From an optimization exercise on the open Yosys and OpenROAD flow, aimed at a short achievable clock period and few clock cycles; shortcuts taken in it are not production practice. Only simulation tests tie the RTL to the original design; equivalence was not proved. No activity file was given, so power comes from the tool's default toggle rates.

==> flow/design.v <==
module cpu(
    input reset,
    input clk,
    output [31:0] imem_addr,
    input [31:0] imem_rdata,
    output [31:0] dmem_addr,
    output [31:0] dmem_wdata,
    output dmem_we,
    input [31:0] dmem_rdata,
    output reg is_halted
);
  integer i;
  localparam [6:0] OP_R = 7'b0110011, OP_I = 7'b0010011, OP_LD = 7'b0000011,
                   OP_ST = 7'b0100011, OP_BR = 7'b1100011, OP_JAL = 7'b1101111,
                   OP_JALR = 7'b1100111, OP_LUI = 7'b0110111,
                   OP_AUIPC = 7'b0010111, OP_SYS = 7'b1110011;
  reg [9:0] pc_f;
  reg        d_v;
  reg [31:0] d_inst;
  reg [9:0]  d_pc, d_btgt, d_pnext;
  reg        d_pt, d_cv;
  reg [1:0]  d_ctr;
  reg        e_wr, e_ldwr, e_st, e_br, e_jalr, e_ecall, e_kill;
  reg [4:0]  e_rd;
  reg [31:0] e_a, e_b, e_sd;
  reg [4:0]  e_sh;
  reg        e_add, e_sub, e_sll, e_srl, e_and, e_or, e_xor, e_link;
  reg        e_beq, e_bne, e_blt, e_bge;
  reg [10:0] e_pc1;
  reg [9:0]  e_pc, e_btgt;
  reg [11:0] e_expa;
  reg        e_pt, e_cv, e_ind;
  reg [1:0]  e_ctr;
  reg        m_we, m_wr, m_ld;
  reg [4:0]  m_rd;
  reg [31:0] m_res, m_sd;
  reg        w_wr;
  reg [4:0]  w_rd;
  reg [31:0] w_val;
  reg        uc_en, ui_en;
  reg [9:0]  u_pc;
  reg [1:0]  uc_ctr;
  reg [9:0]  ui_tgt;
  reg [9:0]  ras;
  reg [127:0] bc_v;
  reg [255:0] bc;
  reg [1:0]   f_ctr;
  reg         f_cv;
  always @(*) begin
    f_ctr = 2'b0;
    f_cv = 1'b0;
    for (i = 0; i < 128; i = i + 1) begin
      f_ctr = f_ctr | ({2{pc_f[6:0] == i}} & bc[i*2 +: 2]);
      f_cv = f_cv | ((pc_f[6:0] == i) & bc_v[i]);
    end
  end
  reg [4:0]  ct_r;
  reg [11:0] ct_v;
  reg [15:0]     it_v;
  reg [16*16-1:0] it;
  reg [15:0]     f_it;
  reg            f_itv;
  always @(*) begin
    f_it = 16'b0;
    f_itv = 1'b0;
    for (i = 0; i < 16; i = i + 1) begin
      f_it = f_it | ({16{pc_f[3:0] == i}} & it[i*16 +: 16]);
      f_itv = f_itv | ((pc_f[3:0] == i) & it_v[i]);
    end
  end
  wire f_ithit = f_itv && f_it[15:10] == pc_f[9:4];
  wire [31:0] ir = imem_rdata;
  wire f_jal  = ir[6:0] == OP_JAL;
  wire f_br   = ir[6:0] == OP_BR;
  wire f_jalr = ir[6:0] == OP_JALR;
  wire f_rs0  = ir[19:15] == 5'd0;
  wire f_ret  = ir[19:15] == 5'd1 && ir[11:7] == 5'd0;
  wire f_call = ir[11:7] == 5'd1;
  wire [9:0] f_jtgt = pc_f + {ir[20], ir[30:22]};
  wire [9:0] f_btgt = pc_f + {ir[7], ir[30:25], ir[11:9]};
  wire [9:0] f_pc1  = pc_f + 10'd1;
  wire [11:0] f_ctgt = ct_v + ir[31:20];
  wire f_ct = ir[19:15] == ct_r;
  wire f_addi0 = ir[6:0] == OP_I && ir[14:12] == 3'b000 && f_rs0;
  wire f_pt = f_cv ? f_ctr[1] : ir[31];
  reg  [9:0] f_pnext;
  always @(*) begin
    if (f_jal)
      f_pnext = f_jtgt;
    else if (f_br && f_pt)
      f_pnext = f_btgt;
    else if (f_jalr && f_rs0)
      f_pnext = ir[31:22];
    else if (f_jalr && f_ret)
      f_pnext = ras;
    else if (f_jalr && f_ithit)
      f_pnext = f_it[9:0];
    else if (f_jalr && f_ct)
      f_pnext = f_ctgt[11:2];
    else
      f_pnext = f_pc1;
  end
  assign imem_addr = {20'b0, pc_f, 2'b00};
  wire [6:0] op  = d_inst[6:0];
  wire [4:0] rd  = d_inst[11:7];
  wire [2:0] f3  = d_inst[14:12];
  wire is_r     = op == OP_R;
  wire is_i     = op == OP_I;
  wire is_ld    = op == OP_LD;
  wire is_st    = op == OP_ST;
  wire is_br    = op == OP_BR;
  wire is_jal   = op == OP_JAL;
  wire is_jalr  = op == OP_JALR;
  wire is_u     = op == OP_LUI || op == OP_AUIPC;
  wire is_ecall = op == OP_SYS;
  wire is_other = !(is_r || is_i || is_ld || is_st || is_br || is_jal ||
                    is_jalr || is_u || is_ecall);
  wire [4:0] rs1 = is_ecall ? 5'd17 : d_inst[19:15];
  wire [4:0] rs2 = d_inst[24:20];
  wire rd_nz = rd != 5'd0;
  wire d_wr  = (is_r || is_i || is_ld || is_jal || is_jalr || is_u ||
                is_other) && rd_nz;
  wire uses1 = !is_jal;
  wire uses2 = is_r || is_st || is_br;
  wire b_reg = is_r || is_br;
  reg [31:0] imm;
  always @(*) begin
    if (is_i || is_ld || is_jalr) imm = {{20{d_inst[31]}}, d_inst[31:20]};
    else if (is_st) imm = {{20{d_inst[31]}}, d_inst[31:25], d_inst[11:7]};
    else if (is_u) imm = {d_inst[31:12], 12'b0};
    else imm = 32'b0;
  end
  wire [10:0] d_pc1 = {1'b0, d_pc} + 11'd1;
  wire stall_d = d_v && e_ldwr &&
    ((uses1 && rs1 == e_rd) || (uses2 && rs2 == e_rd));
  reg [32*32-1:0] rf;
  reg [31:0] rf1, rf2;
  always @(*) begin
    rf1 = 32'b0;
    rf2 = 32'b0;
    for (i = 1; i < 32; i = i + 1) begin
      rf1 = rf1 | ({32{rs1 == i}} & rf[i*32 +: 32]);
      rf2 = rf2 | ({32{rs2 == i}} & rf[i*32 +: 32]);
    end
  end
  wire [31:0] rv1 = (w_wr && w_rd == rs1) ? w_val : rf1;
  wire [31:0] rv2 = (w_wr && w_rd == rs2) ? w_val : rf2;
  wire [31:0] a = e_a;
  wire [31:0] b = e_b;
  wire [31:0] sum = a + b;
  wire [31:0] dif = a - b;
  wire big = |b[31:5];
  wire [31:0] shl = big ? 32'b0 : a << e_sh;
  wire [31:0] shr = big ? 32'b0 : a >> e_sh;
  wire [31:0] res =
    ({32{e_add}} & sum) |
    ({32{e_sub}} & dif) |
    ({32{e_sll}} & shl) |
    ({32{e_srl}} & shr) |
    ({32{e_and}} & (a & b)) |
    ({32{e_or}} & (a | b)) |
    ({32{e_xor}} & (a ^ b)) |
    ({32{e_link}} & {19'b0, e_pc1, 2'b00});
  wire eq = a == b;
  wire lt = a < b;
  wire taken = (e_beq && eq) || (e_bne && !eq) || (e_blt && lt) || (e_bge && !lt);
  wire [11:0] jt = a[11:0] + e_b[11:0];
  wire mis_br = e_br && !e_kill && (taken != e_pt);
  wire mis_j  = e_jalr && !e_kill && (a[11:0] != e_expa);
  wire redirect_e = mis_br || mis_j;
  wire [9:0] tgt_e = e_jalr ? jt[11:2] : taken ? e_btgt : e_pc1[9:0];
  wire halt_e = e_ecall && !e_kill && a == 32'd10;
  wire mv = d_v && !stall_d;
  wire [31:0] mval = m_ld ? dmem_rdata : m_res;
  wire f1_a = e_wr && e_rd == rs1;
  wire f1_2 = e_wr && e_rd == rs2;
  wire f1_b = b_reg && f1_2;
  wire [31:0] alt_a  = (m_wr && m_rd == rs1) ? mval : rv1;
  wire [31:0] alt_sd = (m_wr && m_rd == rs2) ? mval : rv2;
  wire [31:0] alt_b  = b_reg ? alt_sd : imm;
  wire is_shift = (is_r || is_i) && (f3 == 3'b001 || f3 == 3'b101);
  always @(posedge clk) begin
    if (reset)
      pc_f <= 10'd0;
    else if (redirect_e)
      pc_f <= tgt_e;
    else if (!stall_d)
      pc_f <= f_pnext;
    if (reset || redirect_e)
      d_v <= 1'b0;
    else if (!stall_d)
      d_v <= 1'b1;
    if (!stall_d) begin
      d_inst  <= imem_rdata;
      d_pc    <= pc_f;
      d_btgt  <= f_btgt;
      d_pnext <= f_pnext;
      d_pt    <= f_pt;
      d_cv    <= f_cv;
      d_ctr   <= f_ctr;
    end
    e_kill  <= redirect_e;
    e_wr    <= !reset && mv && d_wr;
    e_ldwr  <= !reset && mv && is_ld && rd_nz;
    e_st    <= !reset && mv && is_st;
    e_br    <= !reset && mv && is_br;
    e_jalr  <= !reset && mv && is_jalr;
    e_ecall <= !reset && mv && is_ecall;
    e_rd    <= rd;
    e_a     <= f1_a ? res : alt_a;
    e_b     <= f1_b ? res : alt_b;
    e_sd    <= f1_2 ? res : alt_sd;
    e_sh    <= !is_shift ? 5'b0 : f1_b ? res[4:0] : alt_b[4:0];
    e_sub   <= is_r && f3 == 3'b000 && d_inst[30];
    e_add   <= (is_r && f3 == 3'b000 && !d_inst[30]) ||
               (is_i && f3 == 3'b000) ||
               ((is_r || is_i) && (f3 == 3'b010 || f3 == 3'b011)) ||
               is_ld || is_st || is_u || is_other;
    e_sll   <= (is_r || is_i) && f3 == 3'b001;
    e_srl   <= (is_r || is_i) && f3 == 3'b101;
    e_and   <= (is_r || is_i) && f3 == 3'b111;
    e_or    <= (is_r || is_i) && f3 == 3'b110;
    e_xor   <= (is_r || is_i) && f3 == 3'b100;
    e_link  <= is_jal || is_jalr;
    e_beq   <= f3 == 3'b000;
    e_bne   <= f3 == 3'b001;
    e_blt   <= f3 == 3'b100;
    e_bge   <= f3 == 3'b101;
    e_pc1   <= d_pc1;
    e_pc    <= d_pc;
    e_btgt  <= d_btgt;
    e_expa  <= {d_pnext, 2'b00} - imm[11:0];
    e_pt    <= d_pt;
    e_cv    <= d_cv;
    e_ctr   <= d_ctr;
    e_ind   <= d_inst[19:15] != 5'd0 &&
               !(d_inst[19:15] == 5'd1 && rd == 5'd0);
    m_we  <= !reset && e_st && !e_kill;
    m_wr  <= !reset && e_wr && !e_kill;
    m_ld  <= e_ldwr;
    m_rd  <= e_rd;
    m_res <= res;
    m_sd  <= e_sd;
    w_wr  <= !reset && m_wr;
    w_rd  <= m_rd;
    w_val <= mval;
    if (reset) begin
      rf <= {32*32{1'b0}};
      rf[2*32 +: 32] <= 32'h00002ffc;
    end else if (w_wr) begin
      for (i = 1; i < 32; i = i + 1)
        if (w_rd == i) rf[i*32 +: 32] <= w_val;
    end
    uc_en  <= !reset && e_br && !e_kill;
    ui_en  <= !reset && e_jalr && !e_kill && e_ind;
    u_pc   <= e_pc;
    uc_ctr <= !e_cv ? {2{taken}} :
              taken ? (e_ctr == 2'b11 ? 2'b11 : e_ctr + 2'b01) :
                      (e_ctr == 2'b00 ? 2'b00 : e_ctr - 2'b01);
    ui_tgt <= jt[11:2];
    if (reset)
      bc_v <= 128'b0;
    else if (uc_en)
      bc_v[u_pc[6:0]] <= 1'b1;
    for (i = 0; i < 128; i = i + 1)
      if (uc_en && u_pc[6:0] == i) bc[i*2 +: 2] <= uc_ctr;
    if (reset)
      ct_r <= 5'd0;
    else if (!stall_d && f_addi0)
      ct_r <= ir[11:7];
    if (!stall_d && f_addi0)
      ct_v <= ir[31:20];
    if (reset)
      it_v <= 16'b0;
    else if (ui_en)
      it_v[u_pc[3:0]] <= 1'b1;
    for (i = 0; i < 16; i = i + 1)
      if (ui_en && u_pc[3:0] == i) it[i*16 +: 16] <= {u_pc[9:4], ui_tgt};
    if (reset)
      ras <= 10'd0;
    else if (!stall_d && (f_jal || f_jalr) && f_call)
      ras <= f_pc1;
    is_halted <= !reset && (is_halted || halt_e);
  end
  assign dmem_addr  = m_res;
  assign dmem_wdata = m_sd;
  assign dmem_we    = m_we;
endmodule
==> flow/flow/run.sh <==
#!/bin/bash
# The standard layout, with timing repair aiming well below the clock period.
set -uo pipefail
bash standard.sh SETUP_SLACK_MARGIN=7.5 finish > standard_make.log 2>&1
==> flow/standard.sh <==
#!/bin/bash
# synth_recipe.tcl (not shown) runs the flow's synth.tcl, then flattens the netlist and writes it again
# the make line also repeats each setting of config.mk as NAME=value (left out here)
make -C /OpenROAD-flow-scripts/flow DESIGN_CONFIG=/design/flow/config.mk WORK_HOME=/design/flow/orfs CLKGATE_MAP_FILE= SYNTH_SCRIPT=/design/flow/synth_recipe.tcl "${@:-finish}"
==> flow/config.mk <==
export PLATFORM = sky130hd
export DESIGN_NAME = cpu
export DESIGN_NICKNAME = cpu
export VERILOG_FILES = /design/flow/design.v
export SDC_FILE = /design/flow/constraint.sdc
export NUM_CORES = 4
export LEC_CHECK = 0
export ABC_CLOCK_PERIOD_IN_PS = 2500
export CAP_MARGIN = 20
export CORE_MARGIN = 2
export CORE_UTILIZATION = 25
export PLACE_DENSITY = 0.45
export SLEW_MARGIN = 20
==> flow/constraint.sdc <==
create_clock -name core_clock -period 11.0 [get_ports {clk}]
set_input_delay 2.2000 -clock core_clock [delete_from_list [all_inputs] [get_ports {clk}]]
set_output_delay 2.2000 -clock core_clock [all_outputs]
set_load 0.01 [all_outputs]
==> flow_summary_export.csv, run 1 <==
group,metric,value,unit
sta,final-hold-violation-count,0,
grt,grt_overflow,0,
synthesis,yosysTopAreaCellShare,30.6,%
critical_path,max_stage_delay,0.59,ns
sta,period_share,37.9,%
synthesis,synth-compound-area-share,22.2,%
cts,clkTransAtPathRegs,0.06,ns
synthesis,netlist_instances,10900,
synthesis,ys_async_sr_fraction,0,%
drt,drc,0,
grt,antenna_found_initial,41,
cts,ctsHoldBuffers,0,
sta,skew,0.135,ns
synthesis,synth_adder_area_share,1.88,%
critical_path,critPathCapture,"pc_f[6]$_SDFFE_PP0P_",
synthesis,synth-edff-count,590,
critical_path,critPathRequiredTime,11.89,ns
layout,nets,11400,
sta,hold_slack,0.326,ns
synthesis,synth_largest_area_cell,"dfxtp_1",
critical_path,ff2ff_path_depth,13,
sta,fin_crit,4.16,ns
synthesis,yosysMostFrequentCell,"nand2_1",
drt,num_vias,98800,
critical_path,endpoint_kind,"register",
floorplan,dieArea,389000,um^2
floorplan,start_util,25.1,%
drt,wl_per_cell,36.0,um
sta,report.final.slew_viol_count,0,
cts,cts_tree,"built",
drt,antenna_left,0,
floorplan,die_h,624,um
critical_path,worst-path-max-fanout,23,
sta,layout_setup_ws,6.84,ns
grt,grt_usage,28.8,%
placed_design,pre_cts_ws,5.07,ns
drt,drt-initial-drc-count,18800,
floorplan,rows,227,
synthesis,syn_avg_cell_area,8.81,um^2
critical_path,path_cells,"bufbuf_16, and2_2, nand2_1, o32ai_1, or4_1, or4_4, or2_4, o211ai_4, buf_4, o32a_1, o21ai_4, a2111o_1, a21oi_2",
placed_design,io_buffers,141,
critical_path,timing.rr.start,"pc_f[2]$_SDFFE_PP0P_",
synthesis,syn_area,96100,um^2
grt,grt_max_degree,197,
placed_design,dpl.hpwl,331000,um
drt,dr.pass1.iters,17,
pwr,power.density,145,nW/um^2
sta,fin_tns_setup,0,ns
floorplan,core,383000,um^2
min_path,worstHoldPathType,"register to register",
layout,utilization,32.1,%
synthesis,ys_ff_latch,2060,
synthesis,synth_ff_type,"dfxtp_1",
layout,final_area,123000,um^2
drt,routed_via_density,6.02,
critical_path,critical_path_cell_count,13,
synthesis,synth_top_family_by_area,"compound AO/OA/AOI/OAI gates",
placed_design,dpl_cell_area,103000,um^2
pwr,peakVddDrop,0.122,mV
placed_design,gp_congestion,0.945,
synthesis,synth-warning-count,1,
synthesis,synth_area_leaders,"dfxtp_1, edfxtp_1, nand2_1, a21oi_1, a22oi_1",
critical_path,critPathBufInv,2,
sta,relSlewSlack,13.7,%
sta,setup-violations-final,0,
critical_path,r2r_slack,6.84,ns
critical_path,arrival,5.05,ns
critical_path,worstSetupStartpoint,"pc_f[2]$_SDFFE_PP0P_",
critical_path,rr_endpoint,"pc_f[6]$_SDFFE_PP0P_",
drt,wirelength,590000,um
critical_path,worst_setup_path_start_kind,"register",
cts,htreeDepth,4,
cts,clk_latency,1.00,ns
outcome,status,"timing/DRC/antenna clean",
pwr,p_leak,41.6,nW
synthesis,synth-xor-area-share,1.04,%
synthesis,yosys-top-cells-count,"nand2_1, dfxtp_1, a21oi_1",
layout,nFillCells,39400,
critical_path,path_class,"register to register",
floorplan,die_x,624,um
critical_path,crit_slowest_cell,"or4_4",
synthesis,ys_types,94,
job,maxCapViolCount,0,
synthesis,ys_seq_area_share,49.1,%
cts,cts_sinks,2060,
cts,cts_inserted_buffers,226,
synthesis,synthMuxAreaShare,3.50,%
sta,rsz0062_at_grt,"true",
floorplan,io_pins,164,
cts,cts_buffer_depth,4,
sta,tightestPinTransition,1.29,ns
grt,grt_pass1_vias,89800,
cts,cts_root_buf,"clkbuf_16",
synthesis,synth-simple-area-share,17.6,%
layout,syn_to_final_growth,27.8,%
grt,grt_pass1_wl,785000,um
sta,fmax,240,MHz
layout,drive_above_1_share,19.6,%
critical_path,path_delay_family,"simple AND/OR/NAND/NOR gates",
==> metal layers <==
layer  vias up  global-route usage, %  wire (um)
met3      2383                   10.2      77800
met4        36                   19.9      50100
met5         -                  0.173        564
met2      8082                   41.1     240000
li1      40100                      -          -
met1     48200                   36.1     222000
==> per-stage QoR <==
| stage | power [W] | std cells |
|---|---|---|
| after floorplan | 0.00892 | 10900 |
| after global placement | 0.00957 | 15400 |
| after detailed placement | 0.00957 | 15400 |
| after CTS | 0.0176 | 16300 |
| after global routing | 0.0181 | 16400 |
| final | 0.0178 | 16400 |
==> registers in the layout, indices dropped and copies added, names as in the netlist, 12 cells and up <==
name    cells
rf        992
bc        256
it        256
bc_v      128
d_inst     32
e_a        32
e_b        32
e_sd       32
m_res      32
m_sd       32
w_val      32
it_v       16
ct_v       12
e_expa     12
==> cells in the final DEF (no fill, tap or decap), types with 42 or more instances in the layout <==
master,netlist,layout
nand2_1,2370,2315
buf_12,0,137
nor4_1,73,46
a22o_1,217,213
dfxtp_4,0,64
nor2_4,0,91
a221oi_1,224,118
a222oi_1,73,73
nand2_2,0,49
nor2_1,689,577
nand3b_1,46,46
clkbuf_1,832,51
a221oi_2,0,95
edfxtp_1,590,590
a22oi_1,698,676
mux2_2,75,60
clkdlybuf4s50_1,0,45
clkbuf_16,0,239
a21oi_1,1351,1299
xnor2_1,72,67
nor3_1,102,68
ha_1,138,88
nand4_1,162,162
mux4_2,50,50
xor2_1,42,42
mux2i_1,139,115
and3_1,64,55
nand3_1,221,212
o22ai_1,67,58
dfxtp_2,0,56
buf_4,25,506
o21ai_0,167,124
dfxtp_1,1470,1350
buf_6,3,166
inv_1,174,159
==> report_power, final <==
| part | switching, W | internal [W] | total [W] |
|---|---|---|---|
| clock network | 0.00350 | 0.00442 | 0.00792 |
| logic | 0.00121 | 0.000594 | 0.00180 |
| registers | 0.000119 | 0.00794 | 0.00806 |
| total | 0.00482 | 0.0129 | 0.0178 |
==> cell families after synthesis <==
family                   after synthesis
other                                  1
flip-flops                          2060
AND/OR/NAND/NOR                     3951
AO/OA/AOI/OAI                       3208
XOR/XNOR                             114
adder cells (fa/ha/maj)              142
multiplexers                         264
buffers and inverters               1167
==> worst register-to-register path, cell delays in order, from the launching register on <==
cell and delay (ns):
dfxtp_4 0.41, bufbuf_16 0.36, and2_2 0.40, nand2_1 0.20
o32ai_1 0.09, or4_1 0.50, or4_4 0.59, or2_4 0.31
o211ai_4 0.36, buf_4 0.19, o32a_1 0.17, o21ai_4 0.09
a2111o_1 0.30, a21oi_2 0.12
==> worst min-delay path by stage <==
stage | end | cells past startpoint | from | slack [ns]
floorplan | m_sd[0]$_DFF_P_ | 0 | e_sd[0]$_DFF_P_ | 0.31
global placement | u_pc[3]$_DFF_P_ | 0 | e_pc[3]$_DFF_P_ | 0.31
detailed placement | u_pc[6]$_DFF_P_ | 0 | e_pc[6]$_DFF_P_ | 0.31
CTS | m_sd[5]$_DFF_P_ | 0 | e_sd[5]$_DFF_P_ | 0.32
global route | m_sd[5]$_DFF_P_ | 0 | e_sd[5]$_DFF_P_ | 0.33
finish | u_pc[2]$_DFF_P_ | 0 | e_pc[2]$_DFF_P_ | 0.33
==> final cells by class <==
class	instances	area [um^2]	share of cell area, %
Sequential cell	2060	47500	38.6
Antenna cell	29	72.6	0.0591
Inverter	180	724	0.590
Multi-Input combinational cell	7703	49000	39.9
Clock inverter	97	1010	0.822
Clock buffer	317	6440	5.24
Tap cell	5038	6300	5.13
Timing Repair Buffer	988	11800	9.61
==> repair_timing <==
action / CTS / global route
buffers inserted: 366 / 120
gates cloned: 49 / 9
pin swaps: 218 / 211
setup endpoints to repair: 988 / 919
resized for setup: 1381 / 355
Testbench counts, summed over its fixed seeds: cycles 104,744.
==> run 2, diff against run 1 <==
--- a/flow/config.mk
+++ b/flow/config.mk
@@ -11,2 +11,4 @@
 export CORE_UTILIZATION = 25
+export CTS_CLUSTER_DIAMETER = 100
+export CTS_CLUSTER_SIZE = 20
 export PLACE_DENSITY = 0.45
==> flow_summary_export.csv, run 2 <==
group,metric,value,unit
outcome,status,"timing/DRC/antenna clean",
floorplan,io_pins,164,
layout,nets,11200,
synthesis,synth_largest_area_cell,"dfxtp_1",
pwr,power.density,126,nW/um^2
sta,relSlewSlack,11.5,%
synthesis,synth_ff_type,"dfxtp_1",
synthesis,ys_types,94,
critical_path,timing.rr.start,"pc_f[1]$_SDFFE_PP0P_",
synthesis,synth_area_leaders,"dfxtp_1, edfxtp_1, nand2_1, a21oi_1, a22oi_1",
cts,ctsHoldBuffers,0,
cts,cts_buffer_depth,4,
synthesis,yosysTopAreaCellShare,30.6,%
floorplan,core,383000,um^2
critical_path,cp_common_cell,"buf_4",
critical_path,path_class,"register to register",
synthesis,synth-edff-count,590,
pwr,p_leak,39.4,nW
drt,num_vias,98200,
layout,reg.largest.list,"rf x992, bc x256, it x256",
cts,cts_root_buf,"clkbuf_16",
synthesis,ys_ff_latch,2060,
layout,layout_commonest_cell,"nand2_1",
cts,cts_sinks,2060,
synthesis,yosysMostFrequentCell,"nand2_1",
sta,tightestPinTransition,1.32,ns
placed_design,gp_congestion,0.945,
critical_path,worst_setup_path_start_kind,"register",
sta,period_share,37.7,%
layout,syn_to_final_growth,22.9,%
sta,report.final.slew_viol_count,0,
drt,wl_per_cell,36.2,um
synthesis,syn_avg_cell_area,8.81,um^2
grt,antenna_found_initial,42,
grt,grt_usage,28.4,%
synthesis,ys_async_sr_fraction,0,%
pwr,power,0.0148,W
sta,rsz0062_at_grt,"true",
floorplan,dieArea,389000,um^2
cts,cts_tree,"built",
critical_path,worst-path-max-fanout,11,
critical_path,critPathRequiredTime,11.84,ns
synthesis,yosys-top-cells-count,"nand2_1, dfxtp_1, a21oi_1",
min_path,hp-start,"e_pc[2]$_DFF_P_",
min_path,worstHoldPathType,"register to register",
cts,htreeDepth,3,
floorplan,die_h,624,um
drt,drc,0,
grt,grt_max_degree,197,
critical_path,path_cells,"buf_6, ha_4, buf_12, buf_16, buf_4, nand2_1, o22ai_1, or4_1, nor4_4, o211ai_1, buf_4, o211ai_4, o32a_1, o21ai_2, a211o_1, a311oi_1",
sta,fmax,241,MHz
critical_path,crit_slowest_cell,"or4_1",
sta,setup-violations-final,0,
floorplan,die_x,624,um
synthesis,netlist_instances,10900,
synthesis,ys_seq_area_share,49.1,%
drt,wirelength,585000,um
pwr,peakVddDrop,0.161,mV
sta,hold_slack,0.326,ns
drt,drt-initial-drc-count,18200,
layout,drive_above_1_share,17.6,%
sta,final-hold-violation-count,0,
floorplan,rows,227,
drt,antenna_left,0,
layout,largest_register_ffs,992,
grt,grt_pass1_wl,776000,um
job,maxCapViolCount,0,
critical_path,max_stage_delay,0.64,ns
placed_design,io_buffers,141,
grt,grt_pass1_vias,88500,
synthesis,synth-warning-count,1,
sta,fin_tns_setup,0,ns
placed_design,dpl.hpwl,331000,um
drt,routed_via_density,6.07,
critical_path,arrival,4.98,ns
cts,cts_inserted_buffers,122,
sta,fin_crit,4.14,ns
layout,top_register,"rf",
floorplan,start_util,25.1,%
critical_path,critPathBufInv,5,
critical_path,worstSetupStartpoint,"pc_f[1]$_SDFFE_PP0P_",
cts,clk_latency,0.97,ns
grt,grt_overflow,0,
layout,layout_common_cells,"nand2_1, dfxtp_1, a21oi_1, a22oi_1, edfxtp_1",
layout,nFillCells,39700,
synthesis,syn_area,96100,um^2
critical_path,endpoint_kind,"register",
drt,dr.pass1.iters,9,
sta,skew,0.139,ns
cts,clkTransAtPathRegs,0.09,ns
critical_path,path_delay_family,"simple AND/OR/NAND/NOR gates",
-- run 2: repair_timing --
action / 4_1_cts / 5_1_grt
pin swaps: 214 / 183
gates resized for setup: 1340 / 295
hold endpoints to repair: 0 / 0
endpoints found under the setup margin: 975 / 911
gates cloned: 45 / 10
setup buffers: 365 / 103
-- run 2: layout make-up --
cell class,count,area (um^2),area share [%]
multi-input cells,7703,48700,41.2
flip-flops and latches,2060,47500,40.2
repair buffers,968,11400,9.62
well taps,5038,6300,5.34
clock buffers,164,3250,2.75
inverters,180,727,0.616
clock inverters,15,218,0.184
diodes,34,85.1,0.0721
-- run 2: metrics by stage --
stage	std cells	util (%)	instance area [um^2]	worst slack, ns
2_1_floorplan	10900	-	96300	6.57
3_3_place_gp	15400	27.0	103000	5.14
3_5_place_dp	15400	27.0	103000	5.07
4_1_cts	16000	30.2	115000	6.91
5_1_grt	16100	30.8	118000	6.78
6_report	16200	30.9	118000	6.86
-- run 2: worst paths after layout --
check,to,slack [ns],cells after the start
hold / removal,u_pc[2]$_DFF_P_,0.33,0
setup / recovery,pc_f[1]$_SDFFE_PP0P_,6.86,16
setup reg to reg,pc_f[1]$_SDFFE_PP0P_,6.86,16
hold reg to reg,u_pc[2]$_DFF_P_,0.33,0
-- run 2: routing by layer --
layer	vias up	global-route usage (%)	part of all wire, %
li1	39700	-	-
met1	47800	36.0	38
met2	8217	40.7	41
met3	2367	9.39	13
met4	34	19.4	8.6
met5	-	0.222	0.057
-- run 2: where the power goes --
group | switching (W) | leakage (nW) | internal [W] | total (W)
Combinational | 0.00120 | 20.3 | 0.000582 | 0.00179
Sequential | 0.000119 | 17.5 | 0.00793 | 0.00805
Clock | 0.00287 | 1.68 | 0.00213 | 0.00500
-- run 2: logic make-up (layout without fill, tap and decap cells) --
kind of cell	Yosys count	in the layout	share of synthesized area [%]
adders and majority gates	142	142	1.88
buffers and inverters	1167	1327	4.74
AOI/OAI and AO/OA	3208	3208	22.2
other	1	56	0.00390
DFF	2060	2060	49.1
and+or+nand+nor	3951	3953	17.6
xor gates and xnor gates	114	114	1.04
muxes	264	264	3.50
==> run 3, diff against run 2 <==
--- a/flow/design.v
+++ b/flow/design.v
@@ -44,4 +44,4 @@
   reg [9:0]  ras;
-  reg [127:0] bc_v;
-  reg [255:0] bc;
+  reg [63:0]  bc_v;
+  reg [127:0] bc;
   reg [1:0]   f_ctr;
@@ -51,5 +51,5 @@
     f_cv = 1'b0;
-    for (i = 0; i < 128; i = i + 1) begin
-      f_ctr = f_ctr | ({2{pc_f[6:0] == i}} & bc[i*2 +: 2]);
-      f_cv = f_cv | ((pc_f[6:0] == i) & bc_v[i]);
+    for (i = 0; i < 64; i = i + 1) begin
+      f_ctr = f_ctr | ({2{pc_f[5:0] == i}} & bc[i*2 +: 2]);
+      f_cv = f_cv | ((pc_f[5:0] == i) & bc_v[i]);
     end
@@ -261,7 +261,7 @@
     if (reset)
-      bc_v <= 128'b0;
+      bc_v <= 64'b0;
     else if (uc_en)
-      bc_v[u_pc[6:0]] <= 1'b1;
-    for (i = 0; i < 128; i = i + 1)
-      if (uc_en && u_pc[6:0] == i) bc[i*2 +: 2] <= uc_ctr;
+      bc_v[u_pc[5:0]] <= 1'b1;
+    for (i = 0; i < 64; i = i + 1)
+      if (uc_en && u_pc[5:0] == i) bc[i*2 +: 2] <= uc_ctr;
     if (reset)
--- a/flow/config.mk
+++ b/flow/config.mk
@@ -11,4 +11,2 @@
 export CORE_UTILIZATION = 25
-export CTS_CLUSTER_DIAMETER = 100
-export CTS_CLUSTER_SIZE = 20
 export PLACE_DENSITY = 0.45
==> flow_summary_export.csv, run 3 <==
group,metric,value,unit
sta,fin_tns_setup,0,ns
grt,grt_max_degree,214,
cts,cts_tree,"built",
sta,report.final.slew_viol_count,0,
synthesis,synth_ff_type,"dfxtp_1",
floorplan,start_util,25.1,%
critical_path,max_stage_delay,0.55,ns
critical_path,crit_slowest_cell,"nor4_4",
synthesis,ys_ff_latch,1868,
floorplan,die_x,600,um
pwr,power,0.0165,W
critical_path,rr_endpoint,"e_a[2]$_DFF_P_",
synthesis,synth-warning-count,1,
critical_path,path_cells,"nand4bb_4, o31ai_4, buf_6, nor2_4, buf_6, buf_8, a22oi_1, nand2_1, or4_1, nor4_4, a211oi_2, buf_4, a21oi_2, a21oi_1",
cts,htreeDepth,4,
synthesis,yosys-top-cells-count,"nand2_1, dfxtp_1, a21oi_1",
cts,cts_root_buf,"clkbuf_16",
cts,cts_sinks,1868,
cts,clk_latency,0.93,ns
synthesis,ys_async_sr_fraction,0,%
drt,dr.pass1.iters,13,
floorplan,die_h,600,um
drt,wirelength,560000,um
floorplan,dieArea,360000,um^2
cts,cts_inserted_buffers,211,
grt,grt_usage,29.6,%
outcome,status,"timing/DRC/antenna clean",
sta,fmax,236,MHz
sta,skew,0.0979,ns
pwr,peakVddDrop,0.143,mV
sta,relSlewSlack,13.4,%
min_path,worstHoldPathType,"register to register",
synthesis,yosysMostFrequentCell,"nand2_1",
sta,fin_crit,4.23,ns
min_path,min_path_cells,0,
synthesis,synth_area_leaders,"dfxtp_1, edfxtp_1, nand2_1, a22oi_1, a21oi_1",
job,maxCapViolCount,0,
critical_path,worst-path-max-fanout,19,
critical_path,endpoint_kind,"register",
critical_path,arrival,4.98,ns
critical_path,path_class,"register to register",
synthesis,syn_avg_cell_area,8.57,um^2
layout,drive_above_1_share,20.0,%
drt,num_vias,95100,
cts,cts_buffer_depth,4,
synthesis,yosysTopAreaCellShare,31.7,%
layout,layout_commonest_cell,"nand2_1",
placed_design,gp_congestion,0.944,
critical_path,cp_common_cell,"buf_6",
grt,grt_overflow,0,
critical_path,r2r_slack,6.77,ns
drt,antenna_left,0,
floorplan,io_pins,164,
synthesis,synth_largest_area_cell,"dfxtp_1",
sta,final-hold-violation-count,0,
layout,top_register,"rf",
critical_path,critPathRequiredTime,11.75,ns
sta,period_share,38.5,%
synthesis,synth-edff-count,462,
drt,drt-initial-drc-count,18800,
pwr,power.density,145,nW/um^2
cts,ctsHoldBuffers,0,
layout,largest_register_ffs,992,
critical_path,worst_setup_path_start_kind,"register",
drt,drc,0,
grt,grt_pass1_wl,742000,um
synthesis,ys_seq_area_share,47.3,%
drt,wl_per_cell,36.0,um
layout,nets,10800,
min_path,hp-start,"d_ctr[0]$_DFFE_PN_",
layout,syn_to_final_growth,28.4,%
placed_design,dpl.hpwl,309000,um
sta,rsz0062_at_grt,"true",
floorplan,core,353000,um^2
layout,layout_common_cells,"nand2_1, dfxtp_1, a21oi_1, a22oi_1, buf_4",
sta,tightestPinTransition,1.30,ns
cts,clkTransAtPathRegs,0.06,ns
grt,grt_pass1_vias,86400,
drt,routed_via_density,6.11,
floorplan,rows,218,
min_path,min_to,"e_ctr[0]$_DFF_P_",
synthesis,netlist_instances,10400,
critical_path,timing.rr.start,"d_inst[2]$_DFFE_PN_",
critical_path,ff2ff_path_depth,14,
sta,setup-violations-final,0,
pwr,p_leak,39.2,nW
grt,antenna_found_initial,49,
synthesis,ys_types,98,
synthesis,syn_area,88800,um^2
placed_design,io_buffers,141,
layout,reg.largest.list,"rf x992, it x256, bc x128",
-- run 3: changes by cell type after synthesis, sizes merged, moves of 108 or more --
cell | before | now
a22oi | 698 | 870
edfxtp | 590 | 462
nor2 | 689 | 574
a221oi | 224 | 114
a22o | 217 | 108
a21oi | 1352 | 1244
-- run 3: area by class of cell --
class / instances / area, um^2
diodes: 41 / 103
clock inverters: 90 / 1150
clock buffers: 284 / 6030
well taps: 4730 / 5920
fillers: 36300 / 239000
multi-input cells: 7412 / 47200
repair buffers: 951 / 10700
repair inverters: 1 / 11.3
flip-flops and latches: 1868 / 42300
inverters: 178 / 736
-- run 3: cell families after synthesis --
| group | after synthesis | share of synthesized area, % |
|---|---|---|
| adders and majority gates | 142 | 2.03 |
| xor gates and xnor gates | 113 | 1.11 |
| AOI/OAI and AO/OA | 3072 | 22.8 |
| muxes | 266 | 3.91 |
| and+or+nand+nor | 3796 | 18.0 |
| other | 1 | 0.00422 |
| buffers and inverters | 1107 | 4.88 |
| DFF | 1868 | 47.3 |
-- run 3: how the worst max path moves through the flow --
stage | from | endpoint | depth (start not counted)
global placement | imem_rdata[4] | pc_f[6]$_SDFFE_PP0P_ | 11
CTS | imem_rdata[4] | pc_f[6]$_SDFFE_PP0P_ | 11
finish | d_inst[2]$_DFFE_PN_ | e_a[2]$_DFF_P_ | 14
floorplan | imem_rdata[4] | pc_f[6]$_SDFFE_PP0P_ | 10
detailed placement | imem_rdata[4] | pc_f[8]$_SDFFE_PP0P_ | 11
global route | imem_rdata[4] | pc_f[6]$_SDFFE_PP0P_ | 11
-- run 3: metal layers --
metal  routed length (um)  track usage (%)  part of all wire (%)
met1               210000             37.5                    38
met2               224000             41.4                    40
met3                77200             11.0                    14
met4                47900             20.0                   8.6
met5                  476            0.134                 0.085
-- run 3: critical path, delay by kind of cell (launching register included) --
| family | cells | cell delay, ns |
|---|---|---|
| simple gates | 5 | 1.47 |
| flops | 1 | 0.47 |
| buf+inv | 4 | 0.96 |
| compound gates | 5 | 1.11 |
-- run 3: report_power, final --
| part | internal, W | leakage (nW) | switching [W] |
|---|---|---|---|
| Sequential | 0.00715 | 15.8 | 0.000121 |
| Clock | 0.00442 | 3.55 | 0.00314 |
| Combinational | 0.000563 | 19.8 | 0.00112 |
| Total | 0.0121 | 39.2 | 0.00438 |
-- run 3: stage by stage --
stage	hold WS (ns)	instances	util, %	area, um^2	setup WS [ns]
after floorplan	0.310	10400	-	89100	6.45
after global placement	0.314	14600	27.2	96100	5.00
after detailed placement	0.312	14600	27.2	96100	5.01
after CTS	0.296	15300	31.3	111000	6.88
after global routing	0.307	15500	32.3	114000	6.81
final	0.300	15600	32.3	114000	6.77
-- run 3: what timing repair did --
item | CTS | global route
setup endpoints to repair | 774 | 479
resized for setup | 1401 | 359
gates cloned | 32 | 13
buffers inserted | 288 | 157
pin swaps | 195 | 178
Testbench counts of run 3, summed over its fixed seeds: cycles 104,930.
==> run 4, diff against run 3 <==
--- a/flow/config.mk
+++ b/flow/config.mk
@@ -11,2 +11,4 @@
 export CORE_UTILIZATION = 25
+export CTS_CLUSTER_DIAMETER = 100
+export CTS_CLUSTER_SIZE = 20
 export PLACE_DENSITY = 0.45
==> flow_summary_export.csv, run 4 <==
group,metric,value,unit
drt,dr.pass1.iters,17,
cts,cts_inserted_buffers,110,
synthesis,ys_seq_area_share,47.3,%
cts,cts_tree,"built",
sta,skew,0.0781,ns
grt,antenna_found_initial,38,
floorplan,io_pins,164,
drt,wl_per_cell,36.3,um
synthesis,synth_area_leaders,"dfxtp_1, edfxtp_1, nand2_1, a22oi_1, a21oi_1",
drt,routed_via_density,6.13,
layout,nets,10700,
synthesis,ys_ff_latch,1868,
synthesis,yosys-top-cells-count,"nand2_1, dfxtp_1, a21oi_1",
sta,relSlewSlack,11.8,%
cts,cts_buffer_depth,3,
critical_path,path_delay_family,"simple AND/OR/NAND/NOR gates",
critical_path,cp_common_cell,"buf_4",
grt,grt_overflow,0,
layout,drive_above_1_share,18.3,%
floorplan,die_x,600,um
synthesis,synth_ff_type,"dfxtp_1",
floorplan,core,353000,um^2
synthesis,netlist_instances,10400,
critical_path,max_stage_delay,0.57,ns
critical_path,r2r_slack,6.70,ns
placed_design,placed_cells,14600,
critical_path,crit_slowest_cell,"nor4_4",
sta,fmax,233,MHz
synthesis,syn_avg_cell_area,8.57,um^2
floorplan,die_h,600,um
sta,fin_crit,4.30,ns
layout,layout_commonest_cell,"nand2_1",
pwr,power.density,124,nW/um^2
placed_design,io_buffers,141,
layout,reg.largest.list,"rf x992, it x256, bc x128",
floorplan,dieArea,360000,um^2
synthesis,ys_types,98,
grt,grt_usage,29.4,%
grt,grt_pass1_wl,738000,um
cts,cts_sinks,1868,
placed_design,pre_cts_ws,5.01,ns
sta,fin_tns_setup,0,ns
synthesis,yosysTopAreaCellShare,31.7,%
cts,clk_latency,0.84,ns
layout,largest_register_ffs,992,
sta,layout_setup_ws,6.70,ns
critical_path,path_class,"register to register",
grt,grt_pass1_vias,85300,
placed_design,dpl.hpwl,309000,um
critical_path,critPathRequiredTime,11.69,ns
critical_path,endpoint_kind,"register",
synthesis,synth-edff-count,462,
sta,rsz0062_at_grt,"true",
drt,antenna_left,0,
critical_path,arrival,4.98,ns
synthesis,synth_largest_area_cell,"dfxtp_1",
cts,clkTransAtPathRegs,0.10,ns
pwr,peakVddDrop,0.151,mV
min_path,worstHoldPathType,"register to register",
cts,cts_root_buf,"clkbuf_16",
grt,grt_max_degree,214,
layout,layout_common_cells,"nand2_1, dfxtp_1, a21oi_1, a22oi_1, buf_4",
outcome,status,"timing/DRC/antenna clean",
layout,top_register,"rf",
synthesis,yosysMostFrequentCell,"nand2_1",
placed_design,gp_congestion,0.944,
critical_path,path_cells,"nand4bb_4, o31ai_4, buf_6, nor2_4, buf_4, a22oi_1, nand2_1, or4_1, nor4_4, a211oi_1, buf_4, a21oi_2, a21oi_1",
layout,finalNonFillerCells,15300,
drt,num_vias,93800,
pwr,p_leak,37.1,nW
drt,wirelength,556000,um
synthesis,ys_async_sr_fraction,0,%
sta,setup-violations-final,0,
critical_path,worst-path-max-fanout,20,
sta,final-hold-violation-count,0,
critical_path,worst_setup_path_start_kind,"register",
synthesis,synth-warning-count,1,
job,maxCapViolCount,0,
drt,drc,0,
layout,syn_to_final_growth,23.8,%
layout,utilization,31.1,%
sta,tightestPinTransition,1.32,ns
critical_path,critPathBufInv,3,
cts,htreeDepth,3,
floorplan,start_util,25.1,%
drt,drt-initial-drc-count,19000,
sta,report.final.slew_viol_count,0,
synthesis,syn_area,88800,um^2
sta,period_share,39.1,%
floorplan,rows,218,
-- run 4: where the power goes --
group          internal [W]  switching, W
logic              0.000568       0.00112
registers           0.00714      0.000119
clock network       0.00200       0.00266
total               0.00971       0.00390
-- run 4: worst paths after layout --
kind / depth (start not counted) / endpoint / startpoint
hold / removal: 0 / e_ctr[0]$_DFF_P_ / d_ctr[0]$_DFFE_PN_
setup / recovery: 13 / e_a[2]$_DFF_P_ / d_inst[2]$_DFFE_PN_
hold reg to reg: 0 / e_ctr[0]$_DFF_P_ / d_ctr[0]$_DFFE_PN_
setup reg to reg: 13 / e_a[2]$_DFF_P_ / d_inst[2]$_DFFE_PN_
-- run 4: area by class of cell --
| class | instances | area (um^2) |
|---|---|---|
| clock buffers | 146 | 2920 |
| inverters | 178 | 726 |
| flip-flops and latches | 1868 | 42300 |
| repair inverters | 1 | 11.3 |
| clock inverters | 24 | 452 |
| well taps | 4730 | 5920 |
| diodes | 24 | 60.1 |
| repair buffers | 933 | 10600 |
| multi-input cells | 7412 | 47000 |
| fillers | 36600 | 243000 |
-- run 4: cell families (layout without fill, tap and decap cells) --
| family | count (synthesis) | after routing | share of synthesized area (%) |
|---|---|---|---|
| AND/OR/NAND/NOR | 3796 | 3797 | 18.0 |
| AO/OA/AOI/OAI | 3072 | 3072 | 22.8 |
| flip-flops | 1868 | 1868 | 47.3 |
| buffers and inverters | 1107 | 1282 | 4.88 |
| multiplexers | 266 | 266 | 3.91 |
| adder cells (fa/ha/maj) | 142 | 142 | 2.03 |
| XOR/XNOR | 113 | 113 | 1.11 |
| other | 1 | 46 | 0.00422 |
-- run 4: stage by stage --
step / hold WS [ns] / instance area [um^2] / power (W)
finish: 0.327 / 110000 / 0.0136
global route: 0.336 / 110000 / 0.0139
CTS: 0.331 / 107000 / 0.0134
detailed placement: 0.312 / 96100 / 0.00867
global placement: 0.314 / 96100 / 0.00868
floorplan: 0.310 / 89100 / 0.00807
-- run 4: metal layers --
metal	global-route usage, %	vias to the layer above	share of wire [%]
met5	0.147	-	0.065
met4	19.2	44	8.4
met2	41.6	8165	40
met1	37.7	45800	38
li1	-	37500	-
met3	10.3	2323	14
-- run 4: timing repair --
| item | CTS | global route |
|---|---|---|
| hold endpoints to repair | 0 | 0 |
| resized for setup | 1390 | 313 |
| gates cloned | 32 | 11 |
| buffers inserted | 295 | 135 |
| pin swaps | 178 | 146 |
| hold buffers | 0 | 0 |
| setup endpoints to repair | 776 | 464 |
==> run 5, diff against run 4 <==
--- a/flow/config.mk
+++ b/flow/config.mk
@@ -10,6 +10,6 @@
 export CORE_MARGIN = 2
-export CORE_UTILIZATION = 25
+export CORE_UTILIZATION = 30
 export CTS_CLUSTER_DIAMETER = 100
 export CTS_CLUSTER_SIZE = 20
-export PLACE_DENSITY = 0.45
+export PLACE_DENSITY = 0.5
 export SLEW_MARGIN = 20
==> flow_summary_export.csv, run 5 <==
group,metric,value,unit
critical_path,critPathRequiredTime,11.72,ns
outcome,status,"timing/DRC/antenna clean",
critical_path,rr_endpoint,"pc_f[6]$_SDFFE_PP0P_",
placed_design,io_buffers,141,
cts,cts_buffer_depth,3,
layout,nFillCells,29600,
floorplan,io_pins,164,
layout,drive_above_1_share,18.5,%
drt,routed_via_density,6.52,
sta,fin_crit,4.10,ns
cts,clk_latency,0.82,ns
layout,regArea,42300,um^2
critical_path,endpoint_kind,"register",
critical_path,crit_slowest_cell,"or4_4",
pwr,power.density,123,nW/um^2
sta,relSlewSlack,10.6,%
sta,setup-violations-final,0,
sta,final-hold-violation-count,0,
synthesis,synth_area_leaders,"dfxtp_1, edfxtp_1, nand2_1, a22oi_1, a21oi_1",
critical_path,ff2ff_path_depth,13,
floorplan,rows,199,
synthesis,yosysMostFrequentCell,"nand2_1",
placed_design,pre_cts_ws,4.95,ns
placed_design,gp_congestion,0.993,
layout,final_area,109000,um^2
sta,skew,0.0761,ns
synthesis,synth-warning-count,1,
min_path,worstHoldPathType,"register to register",
layout,syn_to_final_growth,22.8,%
critical_path,worst_setup_path_start_kind,"register",
floorplan,core,294000,um^2
layout,top_register,"rf",
synthesis,yosys-top-cells-count,"nand2_1, dfxtp_1, a21oi_1",
layout,multi_input_area,47100,um^2
synthesis,ys_async_sr_fraction,0,%
min_path,min_path_cells,0,
sta,report.final.slew_viol_count,0,
cts,cts_inserted_buffers,109,
layout,reg.largest.list,"rf x992, it x256, bc x128",
pwr,p_leak,37.2,nW
cts,clkTransAtPathRegs,0.10,ns
sta,hold_slack,0.320,ns
min_path,min_to,"u_pc[0]$_DFF_P_",
critical_path,path_class,"register to register",
synthesis,ys_ff_latch,1868,
grt,grt_pass1_wl,715000,um
synthesis,synth_ff_type,"dfxtp_1",
synthesis,ys_seq_area_share,47.3,%
placed_design,placed_cells,13800,
synthesis,netlist_instances,10400,
cts,cts_tree,"built",
grt,grt_pass1_vias,85800,
placed_design,dpl.hpwl,308000,um
sta,fmax,244,MHz
critical_path,timing.rr.start,"pc_f[1]$_SDFFE_PP0P_",
min_path,hp-start,"e_pc[0]$_DFF_P_",
layout,largest_register_ffs,992,
layout,finalNonFillerCells,14500,
drt,antenna_left,0,
layout,layout_commonest_cell,"nand2_1",
synthesis,yosysTopAreaCellShare,31.7,%
drt,wirelength,536000,um
critical_path,max_stage_delay,0.58,ns
sta,rsz0062_at_grt,"true",
grt,antenna_found_initial,56,
cts,ctsHoldBuffers,0,
job,maxCapViolCount,0,
sta,tightestPinTransition,1.34,ns
cts,htreeDepth,3,
critical_path,path_cells,"clkinvlp_4, ha_4, buf_12, and3b_2, a221o_1, o211ai_1, o2111ai_1, or4_4, a31o_4, and2_4, a211o_1, a311o_1, a221oi_2",
critical_path,worst-path-max-fanout,25,
floorplan,die_x,548,um
grt,grt_usage,33.8,%
synthesis,ys_types,98,
sta,fin_tns_setup,0,ns
drt,drc,0,
critical_path,r2r_slack,6.90,ns
floorplan,start_util,30.2,%
drt,dr.pass1.iters,13,
synthesis,synth-edff-count,462,
drt,num_vias,94900,
sta,period_share,37.3,%
floorplan,die_h,548,um
drt,wl_per_cell,36.9,um
sta,layout_setup_ws,6.90,ns
pwr,peakVddDrop,0.141,mV
layout,nets,10700,
synthesis,syn_area,88800,um^2
floorplan,dieArea,300000,um^2
critical_path,arrival,4.82,ns
drt,drt-initial-drc-count,19600,
cts,cts_sinks,1868,
cts,cts_root_buf,"clkbuf_16",
layout,layout_common_cells,"nand2_1, dfxtp_1, a21oi_1, a22oi_1, buf_4",
placed_design,dpl_cell_area,95000,um^2
synthesis,syn_avg_cell_area,8.57,um^2
grt,grt_max_degree,124,
grt,grt_overflow,0,
synthesis,synth_largest_area_cell,"dfxtp_1",
[run 5: cell counts after synthesis]
No cell type changed its count.
[run 5: per-stage QoR]
step | util, % | power (W)
global placement | 32.3 | 0.00867
finish | 37.1 | 0.0134
CTS | 35.8 | 0.0133
detailed placement | 32.3 | 0.00867
floorplan | - | 0.00807
global route | 37.0 | 0.0137
[run 5: worst max-delay path: cells and delay by family, from the launching register on]
family          cells  cell delay (ns)
buf+inv             2             0.36
fa+ha+maj           1             0.22
compound gates      7             1.94
simple gates        3             1.02
flops               1             0.42
[run 5: report_power, final]
part           total [W]  leakage, nW  internal (W)  switching (W)
combinational    0.00160         19.8      0.000536        0.00106
sequential       0.00729         15.8       0.00714       0.000147
clock            0.00455         1.56       0.00194        0.00261
[run 5: final cells by class]
class | count | area share (%)
Clock inverter | 18 | 0.286
Tap cell | 3919 | 4.50
Multi-Input combinational cell | 7411 | 43.2
Clock buffer | 143 | 2.68
Timing Repair Buffer | 958 | 9.77
Antenna cell | 53 | 0.122
Sequential cell | 1868 | 38.8
Inverter | 178 | 0.650
[run 5: cell families (layout without fill, tap and decap cells)]
logic type	Yosys count	after routing	synth area share, %
adders and majority gates	142	142	2.03
other	1	75	0.00422
xor gates and xnor gates	113	113	1.11
DFF	1868	1868	47.3
and+or+nand+nor	3796	3796	18.0
AOI/OAI and AO/OA	3072	3072	22.8
buffers and inverters	1107	1297	4.88
muxes	266	266	3.91
[run 5: worst max path at each step]
stage | startpoint | slack [ns] | cells after the start | to
after floorplan | imem_rdata[4] | 6.45 | 10 | pc_f[6]$_SDFFE_PP0P_
after global placement | imem_rdata[4] | 5.01 | 11 | pc_f[6]$_SDFFE_PP0P_
after detailed placement | imem_rdata[4] | 4.95 | 11 | pc_f[6]$_SDFFE_PP0P_
after CTS | imem_rdata[4] | 6.88 | 12 | pc_f[6]$_SDFFE_PP0P_
after global routing | pc_f[1]$_SDFFE_PP0P_ | 6.79 | 13 | pc_f[6]$_SDFFE_PP0P_
final | pc_f[1]$_SDFFE_PP0P_ | 6.90 | 13 | pc_f[6]$_SDFFE_PP0P_
[run 5: repair_timing]
action                                  in CTS  in global routing
cloned                                      13                 13
pin swaps                                  149                211
gates resized for setup                   1284                438
setup buffers                              352                127
endpoints found under the setup margin     753                384
[run 5: layer usage]
metal	up-vias	GRT usage [%]	share of wire (%)
met5	-	0.649	0.17
met4	54	22.8	8.4
met3	2505	13.9	15
met2	8740	46.6	40
met1	46000	42.6	37
li1	37600	-	-

[afterwards: timing with drivers on the ports]
The flow's constraints put no driver on any port. The routed layouts listed below were extracted and timed again, unchanged, in two steps.
Step 1: set_driving_cell puts a clkbuf_16 on clk and a buf_2 on each other input, an assumption about the parent block.
Step 2 also shifts input and output timing later by t, the mid clock arrival at the registers, as if the neighbouring blocks saw the same clock.
Slacks: ideal / step 1 / step 2; pairs: ideal / step 1.
run | t (ns) | slack for setup (ns) | worst setup path at the end | latest minus earliest clock arrival (ns)
run 1 | 1.026 | 6.835 / 6.835 / 5.989 | input to register | 0.147 / 0.146
run 2 | 0.998 | 6.857 / 6.857 / 5.962 | input to register | 0.150 / 0.149
run 3 | 0.973 | 6.770 / 6.770 / 5.934 | input to register | 0.108 / 0.108
run 4 | 0.912 | 6.702 / 6.702 / 5.909 | input to register | 0.102 / 0.103
run 5 | 0.897 | 6.896 / 6.896 / 6.094 | input to register | 0.102 / 0.101
After both steps setup and hold are still met in every run listed. For run 2, which loses most, drivers alone change the setup slack by 0.000 ns; drivers and shift together by -0.895 ns.
